This design comes from an exercise in tuning for small area on the open sky130 flow, not from production work. The RTL was checked by simulation tests, not by an equivalence proof against the original design. No driver is modelled on the clock port, so clocking that relies on it looks cheaper here than on a real chip. Power is estimated from default activity; no workload was simulated.

**constraint.sdc**
```tcl
create_clock -name core_clock -period 160.0 [get_ports {clk}]
set_input_delay 32.0000 -clock core_clock [delete_from_list [all_inputs] [get_ports {clk}]]
set_output_delay 32.0000 -clock core_clock [all_outputs]
set_load 0.01 [all_outputs]
```
**flow/run.sh**
```bash
#!/bin/bash
# Standard ORFS layout with two changes:
#  - synthesis maps with flow/abc_area.script (area-oriented ABC mapping, no
#    ABC buffering/upsizing); everything else in synthesis is the standard flow's own
#    standard synthesis (synth_recipe.tcl), so registers are unchanged;
#  - no full-adder extraction, buf_1 port buffers and a smaller clock
#    tree (flow/extra.mk).
set -euo pipefail
rm -rf scripts_mod
cp -r "$FLOW_HOME/scripts" scripts_mod
cp flow/abc_area.script scripts_mod/abc_area.script
cat flow/extra.mk >> config.mk
if [[ -f flow/pre_cts.tcl ]]; then echo "export PRE_CTS_TCL = $PWD/flow/pre_cts.tcl" >> config.mk; fi
export SCRIPTS_DIR="$PWD/scripts_mod"
bash standard.sh > standard.log 2>&1
```
**standard.sh**
```bash
#!/bin/bash
# synth_recipe.tcl (not shown) runs the flow's synth.tcl, then flattens the netlist and writes it again
# the make line also repeats each setting of config.mk as NAME=value (left out here)
make -C /OpenROAD-flow-scripts/flow DESIGN_CONFIG=/design/flow/config.mk WORK_HOME=/design/flow/orfs CLKGATE_MAP_FILE= SYNTH_SCRIPT=/design/flow/synth_recipe.tcl "${@:-finish}"
```
**flow/pre_cts.tcl**
```tcl
# Clock buffers placed by hand: the flip-flops are split by x into
# 3 groups of equal size; each group gets one sky130_fd_sc_hd__clkbuf_8 at its middle,
# driven by the clock port.
set ffs {}
foreach inst [[ord::get_db_block] getInsts] {
  if { [[$inst getMaster] isSequential] } {
    set loc [$inst getLocation]
    lappend ffs [list [lindex $loc 0] [lindex $loc 1] $inst]
  }
}
set ffs [lsort -integer -index 0 $ffs]
set n [llength $ffs]
set k 3
set dbu [[ord::get_db_tech] getDbUnitsPerMicron]
for { set g 0 } { $g < $k } { incr g } {
  set lo [expr { $g * $n / $k }]
  set hi [expr { ($g + 1) * $n / $k }]
  set xs 0; set ys 0; set pins {}
  for { set i $lo } { $i < $hi } { incr i } {
    set e [lindex $ffs $i]
    set xs [expr { $xs + [lindex $e 0] }]
    set ys [expr { $ys + [lindex $e 1] }]
    set inst [lindex $e 2]
    foreach it [$inst getITerms] {
      if { [[$it getMTerm] getSigType] == "CLOCK" || [[$it getMTerm] getName] == "CLK" } {
        lappend pins [get_pins [$inst getName]/[[$it getMTerm] getName]]
      }
    }
  }
  set m [expr { $hi - $lo }]
  set x [expr { $xs / $m / double($dbu) }]
  set y [expr { $ys / $m / double($dbu) }]
  puts "pre_cts: group $g: $m flip-flops, [llength $pins] clock pins, buffer at $x $y"
  insert_buffer -buffer_cell sky130_fd_sc_hd__clkbuf_8 -net clk -load_pins $pins -buffer_name clkbuf_g$g -location [list $x $y]
}
```
**flow/extra.mk**
```make
# no full-adder extraction: ABC maps all logic
export ADDER_MAP_FILE =
# small buffers on the ports (the standard flow picks clkdlybuf4s50_1)
export BUFFER_PORTS_ARGS = -buffer_cell sky130_fd_sc_hd__buf_1
# smaller clock tree, no dummy loads
export CTS_ARGS = -sink_clustering_enable -repair_clock_nets -dont_use_dummy_load -buf_list sky130_fd_sc_hd__clkbuf_16 -root_buf sky130_fd_sc_hd__clkbuf_16
```
**flow/abc_area.script**
```
strash
dch
amap
topo
```
**config.mk**
```make
export PLATFORM = sky130hd
export DESIGN_NAME = color_find
export DESIGN_NICKNAME = color_find
export VERILOG_FILES = /design/flow/design.v
export SDC_FILE = /design/flow/constraint.sdc
export NUM_CORES = 4
export LEC_CHECK = 0
export ABC_AREA = 1
export CAP_MARGIN = 20
export CORE_MARGIN = 2
export CORE_UTILIZATION = 70
export SLEW_MARGIN = 20
export SYNTH_HIERARCHICAL = 1
export SYNTH_MINIMUM_KEEP_SIZE = 0
# no full-adder extraction: ABC maps all logic
export ADDER_MAP_FILE =
# small buffers on the ports (the standard flow picks clkdlybuf4s50_1)
export BUFFER_PORTS_ARGS = -buffer_cell sky130_fd_sc_hd__buf_1
# smaller clock tree, no dummy loads
export CTS_ARGS = -sink_clustering_enable -repair_clock_nets -dont_use_dummy_load -buf_list sky130_fd_sc_hd__clkbuf_16 -root_buf sky130_fd_sc_hd__clkbuf_16
export PRE_CTS_TCL = /design/flow/flow/pre_cts.tcl
```
**design.v**
```verilog
`timescale 1ns / 1ps
module color_find #(
    parameter DISPLAY_W = 640,
    parameter DISPLAY_H = 480
) (
    input clk,
    input reset,
    input [9:0] x_pixel,
    input [9:0] y_pixel,
    input [3:0] R,
    input [3:0] G,
    input [3:0] B,
    output logic [1:0] USER
);
    localparam N = 22;
    wire is_red, is_blue;
    color_cls u_cls (
        .r3(R[3]), .r2(R[2]), .r1(R[1]), .r0(R[0]),
        .g3(G[3]), .g2(G[2]), .g1(G[1]), .g0(G[0]),
        .b3(B[3]), .b2(B[2]), .b1(B[1]), .b0(B[0]),
        .red(is_red), .blue(is_blue)
    );
    wire [9:0] x = x_pixel, y = y_pixel;
    wire z0, z1, z2, lo_n, pt_n, y5_8_n, x79_n, y5_8_z, y4_7_n;
    wire latch_pt, clear_pt, upper;
    g_nor4  u_z0 (.A(x[0]), .B(x[1]), .C(x[2]), .D(x[3]), .Y(z0));
    g_nor4  u_z1 (.A(x[4]), .B(x[5]), .C(x[6]), .D(y[0]), .Y(z1));
    g_nor4  u_z2 (.A(y[1]), .B(y[2]), .C(y[3]), .D(y[4]), .Y(z2));
    g_nor2  u_lo (.A(x[8]), .B(y[9]), .Y(lo_n));
    g_nand4 u_pt (.A(z0), .B(z1), .C(z2), .D(lo_n), .Y(pt_n));
    g_nand4 u_y5 (.A(y[8]), .B(y[7]), .C(y[6]), .D(y[5]), .Y(y5_8_n));
    g_nand2 u_x7 (.A(x[9]), .B(x[7]), .Y(x79_n));
    g_nor3  u_lt (.A(pt_n), .B(y5_8_n), .C(x79_n), .Y(latch_pt));
    g_nor4  u_yz (.A(y[8]), .B(y[7]), .C(y[6]), .D(y[5]), .Y(y5_8_z));
    g_nor4b u_cl (.A(pt_n), .B(x[9]), .C(x[7]), .D_N(y5_8_z), .Y(clear_pt));
    g_nand4 u_y4 (.A(y[7]), .B(y[6]), .C(y[5]), .D(y[4]), .Y(y4_7_n));
    g_nor3b u_up (.A(y[9]), .B(y[8]), .C_N(y4_7_n), .Y(upper));
    reg zero;
    wire zero_d;
    g_a21o u_zd (.A1(zero), .A2(latch_pt), .B1(clear_pt), .X(zero_d));
    always_ff @(posedge clk, posedge reset) begin
        if (reset) zero <= 1'b1;
        else zero <= zero_d;
    end
    wire en_b, en_r;
    g_nor2b u_eb (.A(latch_pt), .B_N(is_blue), .Y(en_b));
    g_nor2b u_er (.A(latch_pt), .B_N(is_red), .Y(en_r));
    reg  [N-2:0] cnt_b, cnt_r;   
    reg          par_b, par_r;   
    wire [N-2:0] nx_b, nx_r;
    wire         npar_b, npar_r;
    gcnt_next u_nb (.c(cnt_b), .par(par_b), .en(en_b), .dn(upper), .zero(zero),
                    .d(nx_b), .npar(npar_b));
    gcnt_next u_nr (.c(cnt_r), .par(par_r), .en(en_r), .dn(upper), .zero(zero),
                    .d(nx_r), .npar(npar_r));
    always_ff @(posedge clk) begin
        cnt_b <= nx_b;
        cnt_r <= nx_r;
        par_b <= npar_b;
        par_r <= npar_r;
    end
    wire user_en;
    wire [1:0] user_d;
    g_nor2b u_ue (.A(reset), .B_N(latch_pt), .Y(user_en));
    g_nor2b u_u0 (.A(zero), .B_N(cnt_b[N-2]), .Y(user_d[0]));
    g_nor2b u_u1 (.A(zero), .B_N(cnt_r[N-2]), .Y(user_d[1]));
    always_ff @(posedge clk) begin
        if (user_en) USER <= user_d;
    end
endmodule
module gcnt_next (
    input  [20:0] c,
    input         par,
    input         en,
    input         dn,
    input         zero,
    output [20:0] d,
    output        npar
);
    wire pz, m;
    g_nor2b u_pz (.A(zero), .B_N(par), .Y(pz));
    g_xor2  u_np (.A(en), .B(pz), .X(npar));
    g_xor2  u_m  (.A(dn), .B(pz), .X(m));
    wire [20:0] w;
    wire [19:1] fl;
    g_nand2 u_w0 (.A(en), .B(m), .Y(w[0]));
    genvar i;
    generate
        for (i = 1; i <= 20; i = i + 1) begin : g_bit
            if (i % 2 == 1) begin : g_odd
                g_nor2 u_w (.A(w[i-1]), .B(c[i-1]), .Y(w[i]));
                g_nor2 u_f (.A(w[i-1]), .B(w[i]), .Y(fl[i]));
            end else begin : g_even
                wire f;
                g_nand2 u_f (.A(w[i-1]), .B(c[i-1]), .Y(f));
                g_nand2 u_w (.A(w[i-1]), .B(f), .Y(w[i]));
                if (i < 20) begin : g_f
                    assign fl[i] = f;
                end
            end
            if (i < 20) begin : g_d
                wire nx;   
                if (i % 2 == 1) begin : g_x
                    g_xnor2 u_x (.A(c[i]), .B(fl[i]), .Y(nx));
                end else begin : g_x
                    g_xor2  u_x (.A(c[i]), .B(fl[i]), .X(nx));
                end
                g_nor2 u_d (.A(zero), .B(nx), .Y(d[i]));
            end
        end
    endgenerate
    wire f0, cz0;
    g_nor2b u_f0 (.A(m), .B_N(en), .Y(f0));
    g_nor2b u_c0 (.A(zero), .B_N(c[0]), .Y(cz0));
    g_xor2  u_d0 (.A(cz0), .B(f0), .X(d[0]));
    wire nx20, ns20;
    g_xor2  u_x20 (.A(c[20]), .B(w[20]), .X(nx20));
    g_nand3 u_s20 (.A(zero), .B(en), .C(dn), .Y(ns20));
    g_o21ai u_d20 (.A1(nx20), .A2(zero), .B1(ns20), .Y(d[20]));
endmodule
module color_cls (input r3, r2, r1, r0, g3, g2, g1, g0, b3, b2, b1, b0, output red, blue);
  wire new_n15, new_n16, new_n17, new_n18, new_n19, new_n20, new_n21, new_n22, new_n23, new_n24, new_n25, new_n26, new_n27, new_n28, new_n29, new_n30, new_n31, new_n32, new_n33, new_n34, new_n35, new_n36, new_n37, new_n38, new_n39, new_n40, new_n41, new_n42, new_n43, new_n44, new_n45, new_n46, new_n47, new_n48, new_n49, new_n50, new_n51, new_n52, new_n53, new_n54, new_n55, new_n56, new_n57, new_n58, new_n59, new_n60, new_n61, new_n62, new_n63, new_n64, new_n65, new_n66, new_n67, new_n68, new_n69, new_n70, new_n71, new_n72, new_n73, new_n74, new_n75, new_n76, new_n77, new_n78, new_n79, new_n80, new_n81, new_n82, new_n83, new_n84, new_n85, new_n86, new_n87, new_n88, new_n89, new_n90, new_n91, new_n92, new_n93, new_n94, new_n95, new_n96, new_n97, new_n98, new_n99, new_n100, new_n101, new_n102, new_n103, new_n104, new_n105, new_n106, new_n107, new_n108, new_n109, new_n110, new_n111, new_n112, new_n113, new_n114, new_n115, new_n116, new_n117, new_n118, new_n119, new_n120, new_n121, new_n122, new_n123, new_n124, new_n125, new_n126, new_n127, new_n128, new_n129, new_n130, new_n131, new_n132, new_n133, new_n134, new_n136, new_n137, new_n138, new_n139, new_n140, new_n141, new_n142, new_n143, new_n144, new_n145;
  g_clkinv u_0 (.A(r3), .Y(new_n15));
  g_clkinv u_1 (.A(r2), .Y(new_n16));
  g_clkinv u_2 (.A(r1), .Y(new_n17));
  g_nand2 u_3 (.A(new_n16), .B(new_n17), .Y(new_n18));
  g_clkinv u_4 (.A(b2), .Y(new_n19));
  g_clkinv u_5 (.A(b1), .Y(new_n20));
  g_a222oi u_6 (.A1(r2), .A2(r1), .B1(b2), .B2(b1), .C1(new_n19), .C2(new_n20), .Y(new_n21));
  g_clkinv u_7 (.A(g0), .Y(new_n22));
  g_nand2 u_8 (.A(new_n22), .B(b0), .Y(new_n23));
  g_nand2 u_9 (.A(g1), .B(new_n20), .Y(new_n24));
  g_o21ai u_10 (.A1(g1), .A2(new_n20), .B1(new_n24), .Y(new_n25));
  g_o22ai u_11 (.A1(g1), .A2(new_n20), .B1(new_n23), .B2(new_n25), .Y(new_n26));
  g_clkinv u_12 (.A(g2), .Y(new_n27));
  g_a22oi u_13 (.A1(new_n27), .A2(b2), .B1(g2), .B2(new_n19), .Y(new_n28));
  g_nand2 u_14 (.A(new_n26), .B(new_n28), .Y(new_n29));
  g_o21ai u_15 (.A1(new_n26), .A2(new_n28), .B1(new_n29), .Y(new_n30));
  g_nand2 u_16 (.A(new_n23), .B(new_n25), .Y(new_n31));
  g_o21ai u_17 (.A1(new_n23), .A2(new_n25), .B1(new_n31), .Y(new_n32));
  g_clkinv u_18 (.A(b3), .Y(new_n33));
  g_o21ai u_19 (.A1(g2), .A2(new_n19), .B1(new_n29), .Y(new_n34));
  g_clkinv u_20 (.A(g3), .Y(new_n35));
  g_a22oi u_21 (.A1(new_n35), .A2(b3), .B1(g3), .B2(new_n33), .Y(new_n36));
  g_nand2 u_22 (.A(new_n34), .B(new_n36), .Y(new_n37));
  g_o21a u_23 (.A1(g3), .A2(new_n33), .B1(new_n37), .X(new_n38));
  g_a21oi u_24 (.A1(new_n30), .A2(new_n32), .B1(new_n38), .Y(new_n39));
  g_a31o u_25 (.A1(new_n15), .A2(new_n18), .A3(new_n21), .B1(new_n39), .X(new_n40));
  g_nor4 u_26 (.A(g2), .B(b2), .C(r2), .D(b0), .Y(new_n41));
  g_o21ai u_27 (.A1(new_n22), .A2(b0), .B1(new_n23), .Y(new_n42));
  g_o22ai u_28 (.A1(r3), .A2(new_n35), .B1(new_n15), .B2(g3), .Y(new_n43));
  g_clkinv u_29 (.A(new_n43), .Y(new_n44));
  g_nor2 u_30 (.A(r0), .B(new_n22), .Y(new_n45));
  g_clkinv u_31 (.A(new_n45), .Y(new_n46));
  g_nand2 u_32 (.A(new_n17), .B(g1), .Y(new_n47));
  g_o21ai u_33 (.A1(new_n17), .A2(g1), .B1(new_n47), .Y(new_n48));
  g_o21ai u_34 (.A1(new_n46), .A2(new_n48), .B1(new_n47), .Y(new_n49));
  g_a22oi u_35 (.A1(new_n16), .A2(g2), .B1(r2), .B2(new_n27), .Y(new_n50));
  g_nand2 u_36 (.A(new_n49), .B(new_n50), .Y(new_n51));
  g_o21ai u_37 (.A1(r2), .A2(new_n27), .B1(new_n51), .Y(new_n52));
  g_nand2 u_38 (.A(new_n44), .B(new_n52), .Y(new_n53));
  g_o21ai u_39 (.A1(new_n44), .A2(new_n52), .B1(new_n53), .Y(new_n54));
  g_nor2 u_40 (.A(new_n42), .B(new_n54), .Y(new_n55));
  g_o21ai u_41 (.A1(new_n34), .A2(new_n36), .B1(new_n37), .Y(new_n56));
  g_clkinv u_42 (.A(new_n56), .Y(new_n57));
  g_nor3 u_43 (.A(new_n55), .B(new_n57), .C(new_n40), .Y(new_n58));
  g_clkinv u_44 (.A(new_n48), .Y(new_n59));
  g_clkinv u_45 (.A(r0), .Y(new_n60));
  g_o21ai u_46 (.A1(new_n60), .A2(g0), .B1(new_n46), .Y(new_n61));
  g_nor2 u_47 (.A(new_n59), .B(new_n61), .Y(new_n62));
  g_clkinv u_48 (.A(new_n32), .Y(new_n63));
  g_o22ai u_49 (.A1(new_n46), .A2(new_n48), .B1(new_n45), .B2(new_n59), .Y(new_n64));
  g_clkinv u_50 (.A(new_n64), .Y(new_n65));
  g_o22ai u_51 (.A1(new_n32), .A2(new_n62), .B1(new_n63), .B2(new_n65), .Y(new_n66));
  g_clkinv u_52 (.A(new_n66), .Y(new_n67));
  g_nor2 u_53 (.A(new_n35), .B(new_n41), .Y(new_n68));
  g_a221oi u_54 (.A1(new_n35), .A2(new_n41), .B1(new_n58), .B2(new_n67), .C1(new_n68), .Y(new_n69));
  g_clkinv u_55 (.A(new_n54), .Y(new_n70));
  g_o22ai u_56 (.A1(new_n70), .A2(new_n66), .B1(new_n54), .B2(new_n67), .Y(new_n71));
  g_o21ai u_57 (.A1(new_n49), .A2(new_n50), .B1(new_n51), .Y(new_n72));
  g_a21oi u_58 (.A1(new_n48), .A2(new_n72), .B1(new_n58), .Y(new_n73));
  g_o21a u_59 (.A1(new_n48), .A2(new_n72), .B1(new_n58), .X(new_n74));
  g_nor3 u_60 (.A(new_n73), .B(new_n61), .C(new_n74), .Y(new_n75));
  g_a22oi u_61 (.A1(new_n16), .A2(b2), .B1(r2), .B2(new_n19), .Y(new_n76));
  g_nor2 u_62 (.A(new_n17), .B(b1), .Y(new_n77));
  g_nand2 u_63 (.A(new_n60), .B(b0), .Y(new_n78));
  g_o22ai u_64 (.A1(r1), .A2(new_n20), .B1(new_n77), .B2(new_n78), .Y(new_n79));
  g_nand2 u_65 (.A(new_n76), .B(new_n79), .Y(new_n80));
  g_o21ai u_66 (.A1(new_n76), .A2(new_n79), .B1(new_n80), .Y(new_n81));
  g_clkinv u_67 (.A(new_n30), .Y(new_n82));
  g_nor2 u_68 (.A(r1), .B(new_n20), .Y(new_n83));
  g_o21ai u_69 (.A1(new_n60), .A2(b0), .B1(new_n78), .Y(new_n84));
  g_clkinv u_70 (.A(new_n84), .Y(new_n85));
  g_o21ai u_71 (.A1(new_n83), .A2(new_n77), .B1(new_n85), .Y(new_n86));
  g_o21ai u_72 (.A1(new_n82), .A2(new_n86), .B1(new_n64), .Y(new_n87));
  g_nor2 u_73 (.A(new_n30), .B(new_n32), .Y(new_n88));
  g_o21ai u_74 (.A1(r2), .A2(new_n19), .B1(new_n80), .Y(new_n89));
  g_nor2 u_75 (.A(new_n15), .B(b3), .Y(new_n90));
  g_a21oi u_76 (.A1(new_n15), .A2(b3), .B1(new_n90), .Y(new_n91));
  g_nand2 u_77 (.A(new_n89), .B(new_n91), .Y(new_n92));
  g_o21ai u_78 (.A1(new_n89), .A2(new_n91), .B1(new_n92), .Y(new_n93));
  g_clkinv u_79 (.A(new_n93), .Y(new_n94));
  g_nand2 u_80 (.A(new_n94), .B(new_n86), .Y(new_n95));
  g_o21ai u_81 (.A1(new_n84), .A2(new_n81), .B1(new_n95), .Y(new_n96));
  g_a21oi u_82 (.A1(new_n88), .A2(new_n96), .B1(new_n64), .Y(new_n97));
  g_o21ai u_83 (.A1(new_n70), .A2(new_n97), .B1(new_n56), .Y(new_n98));
  g_o311a u_84 (.A1(new_n81), .A2(new_n87), .A3(new_n56), .B1(new_n61), .C1(new_n98), .X(new_n99));
  g_o21ai u_85 (.A1(r3), .A2(new_n33), .B1(new_n92), .Y(new_n100));
  g_o21bai u_86 (.A1(new_n75), .A2(new_n99), .B1_N(new_n100), .Y(new_n101));
  g_o21a u_87 (.A1(new_n69), .A2(new_n71), .B1(new_n101), .X(new_n102));
  g_clkinv u_88 (.A(new_n81), .Y(new_n103));
  g_o32ai u_89 (.A1(r2), .A2(new_n47), .A3(new_n46), .B1(new_n90), .B2(new_n43), .Y(new_n104));
  g_o21ai u_90 (.A1(new_n93), .A2(new_n103), .B1(new_n104), .Y(new_n105));
  g_nor3 u_91 (.A(new_n40), .B(new_n102), .C(new_n105), .Y(new_n106));
  g_o21a u_92 (.A1(new_n70), .A2(new_n62), .B1(new_n39), .X(new_n107));
  g_clkinv u_93 (.A(new_n42), .Y(new_n108));
  g_o21ai u_94 (.A1(new_n108), .A2(new_n85), .B1(new_n65), .Y(new_n109));
  g_o21ai u_95 (.A1(new_n70), .A2(new_n72), .B1(new_n109), .Y(new_n110));
  g_o21a u_96 (.A1(new_n100), .A2(new_n107), .B1(new_n110), .X(new_n111));
  g_a21oi u_97 (.A1(new_n72), .A2(new_n65), .B1(new_n108), .Y(new_n112));
  g_nor2 u_98 (.A(new_n30), .B(new_n112), .Y(new_n113));
  g_o21a u_99 (.A1(r3), .A2(new_n35), .B1(new_n53), .X(new_n114));
  g_a21oi u_100 (.A1(new_n108), .A2(new_n81), .B1(new_n56), .Y(new_n115));
  g_nand2 u_101 (.A(new_n103), .B(new_n66), .Y(new_n116));
  g_nor2 u_102 (.A(new_n108), .B(new_n94), .Y(new_n117));
  g_o21ai u_103 (.A1(new_n63), .A2(new_n117), .B1(new_n105), .Y(new_n118));
  g_a31oi u_104 (.A1(new_n31), .A2(new_n116), .A3(new_n117), .B1(new_n118), .Y(new_n119));
  g_or3 u_105 (.A(new_n114), .B(new_n115), .C(new_n119), .X(new_n120));
  g_nor3 u_106 (.A(new_n113), .B(new_n120), .C(new_n55), .Y(new_n121));
  g_nor2 u_107 (.A(new_n84), .B(new_n95), .Y(new_n122));
  g_o21ai u_108 (.A1(new_n42), .A2(new_n122), .B1(new_n103), .Y(new_n123));
  g_o21a u_109 (.A1(new_n82), .A2(new_n56), .B1(new_n123), .X(new_n124));
  g_nor2 u_110 (.A(new_n88), .B(new_n124), .Y(new_n125));
  g_a21oi u_111 (.A1(new_n63), .A2(new_n123), .B1(new_n93), .Y(new_n126));
  g_nor3 u_112 (.A(new_n56), .B(new_n125), .C(new_n126), .Y(new_n127));
  g_clkinv u_113 (.A(new_n72), .Y(new_n128));
  g_o21ai u_114 (.A1(new_n128), .A2(new_n103), .B1(new_n87), .Y(new_n129));
  g_o211ai u_115 (.A1(new_n72), .A2(new_n81), .B1(new_n129), .C1(new_n93), .Y(new_n130));
  g_nor3 u_116 (.A(new_n82), .B(new_n86), .C(new_n130), .Y(new_n131));
  g_nor2 u_117 (.A(new_n122), .B(new_n131), .Y(new_n132));
  g_o21ai u_118 (.A1(new_n70), .A2(new_n132), .B1(new_n100), .Y(new_n133));
  g_o31ai u_119 (.A1(new_n111), .A2(new_n121), .A3(new_n127), .B1(new_n133), .Y(new_n134));
  g_nor2 u_120 (.A(new_n106), .B(new_n134), .Y(red));
  g_nor2 u_121 (.A(new_n94), .B(new_n67), .Y(new_n136));
  g_nor2 u_122 (.A(new_n25), .B(new_n28), .Y(new_n137));
  g_a21oi u_123 (.A1(new_n108), .A2(new_n137), .B1(new_n57), .Y(new_n138));
  g_o32a u_124 (.A1(new_n38), .A2(new_n136), .A3(new_n96), .B1(new_n100), .B2(new_n138), .X(new_n139));
  g_nor2b u_125 (.A(new_n124), .B_N(new_n96), .Y(new_n140));
  g_a21oi u_126 (.A1(new_n72), .A2(new_n84), .B1(new_n94), .Y(new_n141));
  g_nor2 u_127 (.A(new_n57), .B(new_n141), .Y(new_n142));
  g_a21oi u_128 (.A1(new_n82), .A2(new_n86), .B1(new_n130), .Y(new_n143));
  g_o31a u_129 (.A1(new_n54), .A2(new_n142), .A3(new_n143), .B1(new_n101), .X(new_n144));
  g_o32a u_130 (.A1(new_n114), .A2(new_n139), .A3(new_n140), .B1(new_n38), .B2(new_n144), .X(new_n145));
  g_nor2 u_131 (.A(new_n106), .B(new_n145), .Y(blue));
endmodule
module g_a21o (input A1, input A2, input B1, output X);
  assign X = (A1&A2) | (B1);
endmodule
module g_a21oi (input A1, input A2, input B1, output Y);
  assign Y = (~A1&~B1) | (~A2&~B1);
endmodule
module g_a221oi (input A1, input A2, input B1, input B2, input C1, output Y);
  assign Y = (~A1&~B1&~C1) | (~A1&~B2&~C1) | (~A2&~B1&~C1) | (~A2&~B2&~C1);
endmodule
module g_a222oi (input A1, input A2, input B1, input B2, input C1, input C2, output Y);
  assign Y = (~A1&~B1&~C1) | (~A1&~B1&~C2) | (~A1&~B2&~C1) | (~A2&~B1&~C1) | (~A1&~B2&~C2) | (~A2&~B1&~C2) | (~A2&~B2&~C1) | (~A2&~B2&~C2);
endmodule
module g_a22oi (input A1, input A2, input B1, input B2, output Y);
  assign Y = (~A1&~B1) | (~A1&~B2) | (~A2&~B1) | (~A2&~B2);
endmodule
module g_a31o (input A1, input A2, input A3, input B1, output X);
  assign X = (A1&A2&A3) | (B1);
endmodule
module g_a31oi (input A1, input A2, input A3, input B1, output Y);
  assign Y = (~A1&~B1) | (~A2&~B1) | (~A3&~B1);
endmodule
module g_clkinv (input A, output Y);
  assign Y = (~A);
endmodule
module g_nand2 (input A, input B, output Y);
  assign Y = (~A) | (~B);
endmodule
module g_nand3 (input A, input B, input C, output Y);
  assign Y = (~A) | (~B) | (~C);
endmodule
module g_nand4 (input A, input B, input C, input D, output Y);
  assign Y = (~A) | (~B) | (~C) | (~D);
endmodule
module g_nor2 (input A, input B, output Y);
  assign Y = (~A&~B);
endmodule
module g_nor2b (input A, input B_N, output Y);
  assign Y = (~A&B_N);
endmodule
module g_nor3 (input A, input B, input C, output Y);
  assign Y = (~A&~B&~C);
endmodule
module g_nor3b (input A, input B, input C_N, output Y);
  assign Y = (~A&~B&C_N);
endmodule
module g_nor4 (input A, input B, input C, input D, output Y);
  assign Y = (~A&~B&~C&~D);
endmodule
module g_nor4b (input A, input B, input C, input D_N, output Y);
  assign Y = (~A&~B&~C&D_N);
endmodule
module g_o211ai (input A1, input A2, input B1, input C1, output Y);
  assign Y = (~A1&~A2) | (~B1) | (~C1);
endmodule
module g_o21a (input A1, input A2, input B1, output X);
  assign X = (A1&B1) | (A2&B1);
endmodule
module g_o21ai (input A1, input A2, input B1, output Y);
  assign Y = (~A1&~A2) | (~B1);
endmodule
module g_o21bai (input A1, input A2, input B1_N, output Y);
  assign Y = (~A1&~A2) | (B1_N);
endmodule
module g_o22ai (input A1, input A2, input B1, input B2, output Y);
  assign Y = (~B1&~B2) | (~A1&~A2);
endmodule
module g_o311a (input A1, input A2, input A3, input B1, input C1, output X);
  assign X = (A1&B1&C1) | (A2&B1&C1) | (A3&B1&C1);
endmodule
module g_o31a (input A1, input A2, input A3, input B1, output X);
  assign X = (A1&B1) | (A2&B1) | (A3&B1);
endmodule
module g_o31ai (input A1, input A2, input A3, input B1, output Y);
  assign Y = (~A1&~A2&~A3) | (~B1);
endmodule
module g_o32a (input A1, input A2, input A3, input B1, input B2, output X);
  assign X = (A1&B1) | (A1&B2) | (A2&B1) | (A3&B1) | (A2&B2) | (A3&B2);
endmodule
module g_o32ai (input A1, input A2, input A3, input B1, input B2, output Y);
  assign Y = (~A1&~A2&~A3) | (~B1&~B2);
endmodule
module g_or3 (input A, input B, input C, output X);
  assign X = (A) | (B) | (C);
endmodule
module g_xnor2 (input A, input B, output Y);
  assign Y = (~A&~B) | (A&B);
endmodule
module g_xor2 (input A, input B, output X);
  assign X = (A&~B) | (~A&B);
endmodule
```
==> results of run 1 <==
## per-module statistics from Yosys (local to each module, per instance), a selection
module | cell area, sq um | flops+latches | copies in the design | cells
g_a31o | 8.76 | 0 | 1 | 1
g_o32a | 10.0 | 0 | 2 | 1
g_o211ai | 7.51 | 0 | 1 | 1
g_nor4b | 8.76 | 0 | 1 | 1
g_a222oi | 10.0 | 0 | 1 | 1
g_o21ai | 5.00 | 0 | 30 | 1
g_nand2 | 3.75 | 0 | 57 | 1
g_nor3 | 5.00 | 0 | 7 | 1
g_nor2 | 3.75 | 0 | 97 | 1
g_o21a | 7.51 | 0 | 7 | 1
g_xor2 | 8.76 | 0 | 26 | 2
g_or3 | 6.26 | 0 | 1 | 1
g_clkinv | 3.75 | 0 | 24 | 1
g_o32ai | 8.76 | 0 | 1 | 1
## worst paths after layout
| kind | depth (start not counted) | slack, ns | end | from |
|---|---|---|---|---|
| worst max-delay path | 49 | 120.80 | cnt_r[20]$_DFF_P_ | B[1] |
| worst min-delay path | 2 | 0.53 | cnt_b[6]$_DFF_P_ | cnt_b[6]$_DFF_P_ |
| worst min register to register | 2 | 0.53 | cnt_b[6]$_DFF_P_ | cnt_b[6]$_DFF_P_ |
| worst max register to register | 35 | 154.01 | cnt_r[20]$_DFF_P_ | zero$_DFF_PP1_ |
| max in group asynchronous | 2 | 128.60 | zero$_DFF_PP1_ | reset |
| min in group asynchronous | 2 | 31.38 | zero$_DFF_PP1_ | reset |
## registers in the layout, summed over array words and instances, names as in the netlist
signal / count
cnt_b: 21
par_b: 1
zero: 1
par_r: 1
cnt_r: 21
USER: 2
## metrics by stage
stage          setup slack (ns)  util, %  hold WS, ns  std cells
6_report                 120.80     87.6        0.529        519
5_1_grt                  120.12     87.6        0.560        519
4_1_cts                  121.17     87.6        0.531        519
3_5_place_dp             121.07     78.3        0.519        504
3_3_place_gp             121.34     78.3        0.509        504
2_1_floorplan            122.51        -        0.497        420
## cells in the mapped netlist, drive strengths merged (2+ instances only)
library cell,count
o32a,2
o21a,7
a22oi,4
nor2,123
edfxtp,2
o22ai,6
dfxtp,44
clkinv,25
a21oi,36
nand2,77
nor2b,12
o21ai,50
nand3,2
nor4,5
nand4,3
nor3,7
## final cells by class, clock buffers not listed
type                    count  share of cell area [%]
well taps                  48                    1.87
flip-flops and latches     47                    30.2
multi-input cells         348                    50.1
inverters                  25                    2.93
repair buffers             36                    4.33
## power by group through the flow
stage | registers, mW | clock network [mW] | logic, mW
4_1_cts | 0.0216 | 0.0208 | 0.0139
5_1_grt | 0.0224 | 0.0214 | 0.0158
2_1_floorplan | 0.0206 | 0 | 0.0105
3_3_place_gp | 0.0212 | 0 | 0.0122
3_5_place_dp | 0.0214 | 0 | 0.0129
6_report | 0.0217 | 0.0207 | 0.0144
## kinds of logic (layout without fill, tap and decap cells)
logic type | Yosys count | count (layout) | synth area share [%]
AOI/OAI and AO/OA | 116 | 116 | 24.8
and+or+nand+nor | 232 | 232 | 35.4
buffers and inverters | 25 | 76 | 3.52
DFF | 47 | 47 | 36.3
## layer usage
layer	share of wire (%)	vias up	wire, microns
met3	8.3	54	656
met1	38	1401	2970
met5	0	-	0
li1	-	1536	-
met4	5.3	0	415
met2	49	181	3820
## worst max-delay path: cells and delay by family
| kind | cells | cell delay [ns] |
|---|---|---|
| and+or+nand+nor | 37 | 5.02 |
| AOI/OAI and AO/OA | 9 | 2.07 |
| buffers and inverters | 3 | 0.57 |
==> impl_metrics.yaml, run 1 <==
timing:
  post-route-period-util_pct: 24.5
  slew_violations: 0
  max_slew.worst_pin.slew_ns: 0.876
  fin_skew_ns: 0.0152
  max_clock_freq_mhz: 25.5
  fin_tns_setup_ns: 0
  finalHoldViolCount: 0
  setup_viol: 0
  rsz0062_at_grt: "no"
  maxSlewHeadroom_pct: 41.6
  min_period_ns: 39.21
route:
  firstDrtPassIters: 5
  wl_per_cell_microns: 15.2
  routed_via_density: 6.11
  drc: 0
  dr.first_iter.drc_count: 357
  vias: 3172
  antenna_left: 0
  totalWireLength_microns: 7870
floorplanning:
  rows: 22
  io_pins: 36
  dieArea_sq_mm: 0.00432
  die_h_microns: 65.7
  core_sq_mm: 0.00366
  initial_core_util_pct: 72.8
  dieWidth_microns: 65.7
status:
  outcome: "finished clean"
cells_and_area:
  num_antenna_cells: 0
  area_delta_synth_final_pct: 20.3
  regArea_sq_um: 967
  nFillCells: 199
  fin_area_sq_mm: 0.00321
  layout_commonest_cell: "nor2_1"
  mostFrequentLayoutCells: "123 x nor2_1, 77 x nand2_1, 50 x o21ai_0"
  final_nets: 507
  drive_gt1_share_pct: 3.61
  multi_input_area_sq_mm: 0.00161
grt:
  grt_pass1_wl_microns: 12600
  grt_usage_pct: 38.2
  grt_max_degree: 50
  grt_use_met1_pct: 40.3
  grt_pass1_vias: 2967
  grt_antenna_before_repair: 0
  busiest_layer: "met2"
  grt_use_met2_pct: 67.4
  grt_util_met3_pct: 8.90
  gr-total-overflow: 0
power_and_ir_drop:
  leakagePower_nw: 1.24
  p_clk_share_pct: 36.5
  powerDensity_mw_per_mm2: 17.7
  power_switching_mw: 0.0188
  ir_worst_vdd_mv: 0.0117
  p_int_mw: 0.0380
  p_total_mw: 0.0569
  swShare_pct: 33.1
  p_comb_share_pct: 25.3
  power_frac_seq_pct: 38.2
worst_hold_path:
  hp-class: "flip-flop to flip-flop"
worst_setup_path:
  cp-end-kind: "flip-flop"
  worstSetupPathType: "primary input to flip-flop"
  arrival_ns: 39.66
  path_max_fanout: 6
  cp.required_ns: 160.46
  path_common_cell: "nand2_1"
  crit_slowest_cell: "o21ai_0"
  worst_setup_path_start_kind: "primary input"
  critical_path.max_stage_delay_ns: 0.65
cts:
  cts_resized: 0
  worstSkewPairLatency_ns: 0.61
  cts_tree: "built"
  post-cts-setup-buffers: 0
  cts_hold_buffers: 0
  clk_pin_slew_worst_paths_ns: 0.04
synth:
  yosysSeqAreaShare_pct: 36.3
  ys.flop_type: "dfxtp_1"
  yosys_warnings: 7
  synth_nets: 454
  synth-seq-cells: 47
  synth_top_area_share_pct: 33.0
  synth_cells: 420
  synth.largest_area_cell: "dfxtp_1"
  ys_async_sr_fraction_pct: 2.13
  synth_area_sq_mm: 0.00267
  synth.avg_cell_area_sq_um: 6.35
  synth-edff-count: 2
  synthTopCellsByArea: "dfxtp_1 33%, nor2_1 17%, nand2_1 11%"
  ys_types: 31
placed_design:
  place_hpwl_microns: 4600
  gp_congestion: 1.10
  io_buffers: 35
  placed_area_sq_mm: 0.00287
job:
  timing.max_cap.violations: 0
==> run 2, diff against run 1 <==
==> flow/extra.mk (replaced) <==
# no full-adder extraction: ABC maps all logic
export ADDER_MAP_FILE =
# small buffers on the ports (the standard flow picks clkdlybuf4s50_1)
export BUFFER_PORTS_ARGS = -buffer_cell sky130_fd_sc_hd__buf_1
# smaller clock tree, no dummy loads
export CTS_ARGS = -sink_clustering_enable -repair_clock_nets -dont_use_dummy_load -buf_list sky130_fd_sc_hd__clkbuf_8 -root_buf sky130_fd_sc_hd__clkbuf_8
--- a/config.mk
+++ b/config.mk
@@ -17,5 +17,5 @@
 # small buffers on the ports (the standard flow picks clkdlybuf4s50_1)
 export BUFFER_PORTS_ARGS = -buffer_cell sky130_fd_sc_hd__buf_1
 # smaller clock tree, no dummy loads
-export CTS_ARGS = -sink_clustering_enable -repair_clock_nets -dont_use_dummy_load -buf_list sky130_fd_sc_hd__clkbuf_16 -root_buf sky130_fd_sc_hd__clkbuf_16
+export CTS_ARGS = -sink_clustering_enable -repair_clock_nets -dont_use_dummy_load -buf_list sky130_fd_sc_hd__clkbuf_8 -root_buf sky130_fd_sc_hd__clkbuf_8
 export PRE_CTS_TCL = /design/flow/flow/pre_cts.tcl
==> impl_metrics.yaml, run 2 <==
status:
  outcome: "finished clean"
cells_and_area:
  layout_commonest_cell: "nor2_1"
  top_regs: "cnt_b (21), cnt_r (21), USER (2)"
  area_delta_synth_final_pct: 9.01
  final_nets: 495
  final_cells: 507
  num_antenna_cells: 0
  drive_gt1_share_pct: 1.09
  mostFrequentLayoutCells: "123 x nor2_1, 77 x nand2_1, 50 x o21ai_0"
  nFillCells: 279
  fin_area_sq_mm: 0.00291
timing:
  fin_skew_ns: 0.0100
  slew_violations: 0
  max_clock_freq_mhz: 25.7
  fin_tns_setup_ns: 0
  max_slew.worst_pin.slew_ns: 0.832
  maxSlewHeadroom_pct: 44.5
  rsz0062_at_grt: "no"
  finalHoldViolCount: 0
  setup_viol: 0
  post-route-period-util_pct: 24.3
  min_period_ns: 38.95
floorplanning:
  core_sq_mm: 0.00366
  initial_core_util_pct: 72.8
  rows: 22
  die_h_microns: 65.7
  dieArea_sq_mm: 0.00432
  dieWidth_microns: 65.7
  io_pins: 36
synth:
  synth_common_cells: "123 x nor2_1, 77 x nand2_1, 50 x o21ai_0"
  synth_cells: 420
  synth.avg_cell_area_sq_um: 6.35
  ys_async_sr_fraction_pct: 2.13
  synth_top_area_share_pct: 33.0
  synth-seq-cells: 47
  synth.largest_area_cell: "dfxtp_1"
  ys_types: 31
  synth_area_sq_mm: 0.00267
  yosysMostFrequentCell: "nor2_1"
  synth-edff-count: 2
  ys.flop_type: "dfxtp_1"
  synthTopCellsByArea: "dfxtp_1 33%, nor2_1 17%, nand2_1 11%"
  yosys_warnings: 7
  yosysSeqAreaShare_pct: 36.3
  synth_nets: 454
worst_setup_path:
  cp.required_ns: 160.02
  crit_slowest_cell: "o21ai_0"
  path_common_cell: "nand2_1"
  rrSetupSlack_ns: 154.76
  rr_endpoint: "cnt_r[20]$_DFF_P_"
  timing.critical_path.buf_inv: 3
  path_max_fanout: 6
  arrival_ns: 38.96
  cp-end-kind: "flip-flop"
  reg2reg_from: "zero$_DFF_PP1_"
  worstSetupPathType: "primary input to flip-flop"
  rr_worst_depth: 35
  critical_path.max_stage_delay_ns: 0.64
  worst_setup_path_start_kind: "primary input"
  critical-path-top-delay-family: "simple AND/OR/NAND/NOR gates"
job:
  timing.max_cap.violations: 0
cts:
  cts_resized: 0
  worstSkewPairLatency_ns: 0.15
  post-cts-setup-buffers: 0
  clk_pin_slew_worst_paths_ns: 0.09
  cts_hold_buffers: 0
grt:
  grt_usage_pct: 27.6
  grt_pass1_wl_microns: 9820
  gr-total-overflow: 0
  grt_pass1_vias: 2493
  grt_max_degree: 50
  grt_antenna_before_repair: 0
power_and_ir_drop:
  swShare_pct: 35.5
  ir_worst_vdd_mv: 0.0109
  leakagePower_nw: 1.09
  powerDensity_mw_per_mm2: 13.4
  p_clk_share_pct: 11.7
  power_switching_mw: 0.0138
  power_frac_seq_pct: 54.4
  p_int_mw: 0.0251
  p_comb_share_pct: 33.8
route:
  wl_per_cell_microns: 11.6
  firstDrtPassIters: 7
  antenna_left: 0
  dr.first_iter.drc_count: 235
  routed_via_density: 5.64
  drc: 0
  totalWireLength_microns: 5900
  vias: 2862
placed_design:
  place.detailed.instances: 504
  place_hpwl_microns: 4600
  placed_area_sq_mm: 0.00287
  io_buffers: 35
  gp_congestion: 1.10
worst_hold_path:
  min-delay-start: "cnt_b[14]$_DFF_P_"
  holdPathStages: 2
  hold_end: "cnt_b[14]$_DFF_P_"
  hp-class: "flip-flop to flip-flop"
[run 2: area by class of cell, clock buffers not listed]
type / count / area (sq um) / area share (%)
multi-input cells: 348 / 1610 / 55.2
flip-flops and latches: 47 / 967 / 33.3
repair buffers: 36 / 139 / 4.78
inverters: 25 / 93.8 / 3.23
well taps: 48 / 60.1 / 2.07
[run 2: worst reg2reg max path: cells and delay by family, from the launching register on]
kind / cells / cell delay [ns]
compound gates: 3 / 0.44
simple gates: 32 / 3.56
flops: 1 / 1.10
[run 2: cells by family (layout without fill, tap and decap cells)]
family,count (synthesis),count (layout),synth area share (%)
and+or+nand+nor,232,232,35.4
DFF,47,47,36.3
AOI/OAI and AO/OA,116,116,24.8
buffers and inverters,25,64,3.52
[run 2: per-layer routing]
metal / track usage, % / wire (microns)
met1: 34.0 / 2510
met2: 52.9 / 2820
met3: 2.74 / 455
met4: 3.39 / 111
met5: 0 / 0
[run 2: power by group through the flow]
| stage | Combinational [mW] | Sequential [mW] | Clock (mW) |
|---|---|---|---|
| floorplan | 0.0105 | 0.0206 | 0 |
| global placement | 0.0122 | 0.0212 | 0 |
| detailed placement | 0.0129 | 0.0214 | 0 |
| CTS | 0.0130 | 0.0215 | 0.00349 |
| global route | 0.0150 | 0.0219 | 0.00500 |
| finish | 0.0131 | 0.0211 | 0.00456 |
[run 2: Yosys stat by module, one instance, submodules excluded, excerpt]
module    cells inside  flops+latches  copies in the design
g_a222oi             1              0                     1
g_xor2               2              0                    26
g_a31o               1              0                     1
g_nor4b              1              0                     1
g_a221oi             1              0                     1
g_o31a               1              0                     1
g_o21a               1              0                     7
g_o31ai              1              0                     1
g_o22ai              1              0                     6
g_or3                1              0                     1
g_nand3              1              0                     2
g_nor2               1              0                    97
g_nand2              1              0                    57
[run 2: worst max path at each step]
stage	slack, ns	endpoint	start	cells after the start
CTS	121.00	cnt_r[20]$_DFF_P_	B[1]	49
finish	121.05	cnt_r[20]$_DFF_P_	B[1]	49
floorplan	122.51	cnt_b[20]$_DFF_P_	B[1]	48
global route	120.11	cnt_r[20]$_DFF_P_	B[1]	49
detailed placement	121.07	cnt_r[20]$_DFF_P_	B[1]	49
global placement	121.34	cnt_b[20]$_DFF_P_	B[1]	49
[run 2: through the flow]
| step | setup WS, ns | hold slack [ns] | utilization [%] | power (mW) |
|---|---|---|---|---|
| after floorplan | 122.51 | 0.497 | - | 0.0311 |
| after global placement | 121.34 | 0.509 | 78.3 | 0.0333 |
| after detailed placement | 121.07 | 0.519 | 78.3 | 0.0343 |
| after CTS | 121.00 | 0.521 | 79.4 | 0.0380 |
| after global routing | 120.11 | 0.572 | 79.4 | 0.0420 |
| final | 121.05 | 0.536 | 79.4 | 0.0388 |
==> run 3, diff against run 2 <==
==> flow/extra.mk (replaced) <==
# no full-adder extraction: ABC maps all logic
export ADDER_MAP_FILE =
# small buffers on the ports (the standard flow picks clkdlybuf4s50_1)
export BUFFER_PORTS_ARGS = -buffer_cell sky130_fd_sc_hd__buf_1
# smaller clock tree, no dummy loads
export CTS_ARGS = -sink_clustering_enable -repair_clock_nets -dont_use_dummy_load -buf_list sky130_fd_sc_hd__clkbuf_4 -root_buf sky130_fd_sc_hd__clkbuf_4
--- a/flow/pre_cts.tcl
+++ b/flow/pre_cts.tcl
@@ -1,5 +1,5 @@
 # Clock buffers placed by hand: the flip-flops are split by x into
-# 3 groups of equal size; each group gets one sky130_fd_sc_hd__clkbuf_8 at its middle,
+# 4 groups of equal size; each group gets one sky130_fd_sc_hd__clkbuf_4 at its middle,
 # driven by the clock port.
 set ffs {}
 foreach inst [[ord::get_db_block] getInsts] {
@@ -10,7 +10,7 @@
 }
 set ffs [lsort -integer -index 0 $ffs]
 set n [llength $ffs]
-set k 3
+set k 4
 set dbu [[ord::get_db_tech] getDbUnitsPerMicron]
 for { set g 0 } { $g < $k } { incr g } {
   set lo [expr { $g * $n / $k }]
@@ -31,5 +31,5 @@
   set x [expr { $xs / $m / double($dbu) }]
   set y [expr { $ys / $m / double($dbu) }]
   puts "pre_cts: group $g: $m flip-flops, [llength $pins] clock pins, buffer at $x $y"
-  insert_buffer -buffer_cell sky130_fd_sc_hd__clkbuf_8 -net clk -load_pins $pins -buffer_name clkbuf_g$g -location [list $x $y]
+  insert_buffer -buffer_cell sky130_fd_sc_hd__clkbuf_4 -net clk -load_pins $pins -buffer_name clkbuf_g$g -location [list $x $y]
 }
--- a/config.mk
+++ b/config.mk
@@ -17,5 +17,5 @@
 # small buffers on the ports (the standard flow picks clkdlybuf4s50_1)
 export BUFFER_PORTS_ARGS = -buffer_cell sky130_fd_sc_hd__buf_1
 # smaller clock tree, no dummy loads
-export CTS_ARGS = -sink_clustering_enable -repair_clock_nets -dont_use_dummy_load -buf_list sky130_fd_sc_hd__clkbuf_8 -root_buf sky130_fd_sc_hd__clkbuf_8
+export CTS_ARGS = -sink_clustering_enable -repair_clock_nets -dont_use_dummy_load -buf_list sky130_fd_sc_hd__clkbuf_4 -root_buf sky130_fd_sc_hd__clkbuf_4
 export PRE_CTS_TCL = /design/flow/flow/pre_cts.tcl
==> impl_metrics.yaml, run 3 <==
grt:
  grt_usage_pct: 27.6
  grt_antenna_before_repair: 0
  gr-total-overflow: 0
  grt_pass1_wl_microns: 9810
  grt_max_degree: 50
  grt_pass1_vias: 2495
synth:
  ys.flop_type: "dfxtp_1"
  synth_cells: 420
  yosysSeqAreaShare_pct: 36.3
  ys_types: 31
  synthTopCellsByArea: "dfxtp_1 33%, nor2_1 17%, nand2_1 11%"
  synth-seq-cells: 47
  yosysMostFrequentCell: "nor2_1"
  synth_area_sq_mm: 0.00267
  synth-edff-count: 2
  synth_common_cells: "123 x nor2_1, 77 x nand2_1, 50 x o21ai_0"
  synth_nets: 454
  ys_async_sr_fraction_pct: 2.13
  synth.avg_cell_area_sq_um: 6.35
  yosys_warnings: 7
  synth_top_area_share_pct: 33.0
  synth.largest_area_cell: "dfxtp_1"
worst_hold_path:
  hp-class: "flip-flop to flip-flop"
route:
  routed_via_density: 5.61
  vias: 2850
  totalWireLength_microns: 5840
  drc: 0
  antenna_left: 0
  firstDrtPassIters: 5
  wl_per_cell_microns: 11.5
  dr.first_iter.drc_count: 239
worst_setup_path:
  critical_path.max_stage_delay_ns: 0.64
  crit_slowest_cell: "o21ai_0"
  cp-end-kind: "flip-flop"
  cp.required_ns: 160.04
  worstSetupPathType: "primary input to flip-flop"
  path_common_cell: "nand2_1"
  worst_setup_path_start_kind: "primary input"
  path_max_fanout: 6
  arrival_ns: 38.97
  timing.critical_path.buf_inv: 3
  critical-path-top-delay-family: "simple AND/OR/NAND/NOR gates"
floorplanning:
  initial_core_util_pct: 72.8
  die_h_microns: 65.7
  dieWidth_microns: 65.7
  dieArea_sq_mm: 0.00432
  io_pins: 36
  core_sq_mm: 0.00366
  rows: 22
status:
  outcome: "finished clean"
cells_and_area:
  post-route-util_pct: 79.1
  layout_commonest_cell: "nor2_1"
  final_nets: 496
  area_delta_synth_final_pct: 8.59
  final_cells: 508
  top_regs: "cnt_b (21), cnt_r (21), USER (2)"
  mostFrequentLayoutCells: "123 x nor2_1, 77 x nand2_1, 50 x o21ai_0"
  num_antenna_cells: 0
  fin_area_sq_mm: 0.00290
  drive_gt1_share_pct: 1.30
timing:
  max_clock_freq_mhz: 25.7
  finalHoldViolCount: 0
  min_period_ns: 38.93
  max_slew.worst_pin.slew_ns: 0.838
  post-route-period-util_pct: 24.3
  hold_slack_ns: 0.543
  slew_violations: 0
  fin_tns_setup_ns: 0
  fin_skew_ns: 0.0155
  maxSlewHeadroom_pct: 44.1
  setup_viol: 0
  rsz0062_at_grt: "no"
power_and_ir_drop:
  power_frac_seq_pct: 55.1
  leakagePower_nw: 1.09
  ir_worst_vdd_mv: 0.00775
  swShare_pct: 36.0
  p_int_mw: 0.0245
  power_switching_mw: 0.0138
  p_clk_share_pct: 10.5
  powerDensity_mw_per_mm2: 13.2
  p_comb_share_pct: 34.3
placed_design:
  placed_area_sq_mm: 0.00287
  place.detailed.instances: 504
  io_buffers: 35
  place_hpwl_microns: 4600
  gp_congestion: 1.10
cts:
  post-cts-setup-buffers: 0
  clk_pin_slew_worst_paths_ns: 0.12
  cts_hold_buffers: 0
  cts_resized: 0
  worstSkewPairLatency_ns: 0.18
job:
  timing.max_cap.violations: 0
-- run 3: cell counts after synthesis --
Identical to the previous run, type by type.
-- run 3: per-stage QoR --
step / power [mW] / setup slack (ns)
6_report: 0.0383 / 121.07
2_1_floorplan: 0.0311 / 122.51
5_1_grt: 0.0415 / 120.16
3_3_place_gp: 0.0333 / 121.34
3_5_place_dp: 0.0343 / 121.07
4_1_cts: 0.0374 / 121.04
-- run 3: power groups by stage --
stage / clock network [mW] / registers, mW / logic (mW)
after floorplan: 0 / 0.0206 / 0.0105
after global placement: 0 / 0.0212 / 0.0122
after detailed placement: 0 / 0.0214 / 0.0129
after CTS: 0.00298 / 0.0214 / 0.0130
after global routing: 0.00452 / 0.0219 / 0.0150
final: 0.00403 / 0.0211 / 0.0132
-- run 3: layout make-up, clock buffers not listed --
type / instances / area (sq um)
timing repair buffer: 36 / 139
tap: 48 / 60.1
inverter: 25 / 93.8
multi-input combinational: 348 / 1610
sequential: 47 / 967
fill: 283 / 766
-- run 3: cell families after synthesis --
kind of cell	synth area share [%]
compound gates	24.8
simple gates	35.4
flops	36.3
buf+inv	3.52
-- run 3: worst min-delay path, delay by kind of cell, from the launching register on --
kind | cells | cell delay, ns
and+or+nand+nor | 1 | 0.08
DFF | 1 | 0.36
AOI/OAI and AO/OA | 1 | 0.07
-- run 3: final timing paths --
kind | cells past startpoint | start | slack, ns | to
worst max register to register | 35 | zero$_DFF_PP1_ | 154.70 | cnt_r[20]$_DFF_P_
worst max-delay path | 49 | B[1] | 121.07 | cnt_r[20]$_DFF_P_
min in group asynchronous | 2 | reset | 31.79 | zero$_DFF_PP1_
worst min-delay path | 2 | cnt_b[6]$_DFF_P_ | 0.54 | cnt_b[6]$_DFF_P_
max in group asynchronous | 2 | reset | 128.20 | zero$_DFF_PP1_
worst min register to register | 2 | cnt_b[6]$_DFF_P_ | 0.54 | cnt_b[6]$_DFF_P_
-- run 3: per-layer routing --
layer / track usage, % / up-vias / routed length, microns
li1: - / 1519 / -
met1: 33.9 / 1199 / 2510
met2: 52.8 / 120 / 2840
met3: 2.74 / 12 / 415
met4: 3.65 / 0 / 78
met5: 0 / - / 0
-- run 3: Yosys stat by module, one instance, submodules excluded, excerpt --
| module | cell area (sq um) | times used | flops+latches | cells |
|---|---|---|---|---|
| g_o31ai | 7.51 | 1 | 0 | 1 |
| g_o21bai | 7.51 | 1 | 0 | 1 |
| g_a31oi | 6.26 | 1 | 0 | 1 |
| g_o311a | 10.0 | 1 | 0 | 1 |
| g_a221oi | 8.76 | 1 | 0 | 1 |
| g_nand3 | 5.00 | 2 | 0 | 1 |
| g_nand4 | 6.26 | 3 | 0 | 1 |
| g_o211ai | 7.51 | 1 | 0 | 1 |
| g_a31o | 8.76 | 1 | 0 | 1 |
| g_a21oi | 5.00 | 10 | 0 | 1 |
| g_nor4b | 8.76 | 1 | 0 | 1 |
| g_xnor2 | 8.76 | 20 | 0 | 2 |

==> afterwards: timing with drivers on the ports <==
The results above use ideal ports. As a check the final layouts listed here were re-extracted and re-timed, cells and wires unchanged.
Step 1 assumes that a clkbuf_16 drives the clock port and a buf_2 every other input.
Step 2 adds t to the input delays and takes it off the output delays; t is the mean of the earliest and latest rising clock arrival at the registers after step 1. Input paths then give back, and output paths get back, about the clock's delay inside the block.
Three values: ideal ports, drivers, drivers and shift; two values: the first two.
| run | t (ns) | setup slack, ns | worst setup path after step 2 | slew at the worst register clock pin (ns) |
|---|---|---|---|---|
| run 1 | 0.643 | 120.795 / 120.808 / 120.165 | input to register | 0.05 / 0.05 |
| run 2 | 0.193 | 121.052 / 121.073 / 120.880 | input to register | 0.10 / 0.10 |
| run 3 | 0.211 | 121.070 / 121.088 / 120.877 | input to register | 0.12 / 0.12 |
After both steps every run listed still meets setup and hold. For run 1, which loses most, drivers alone change the setup slack by +0.013 ns; drivers and shift together by -0.630 ns.
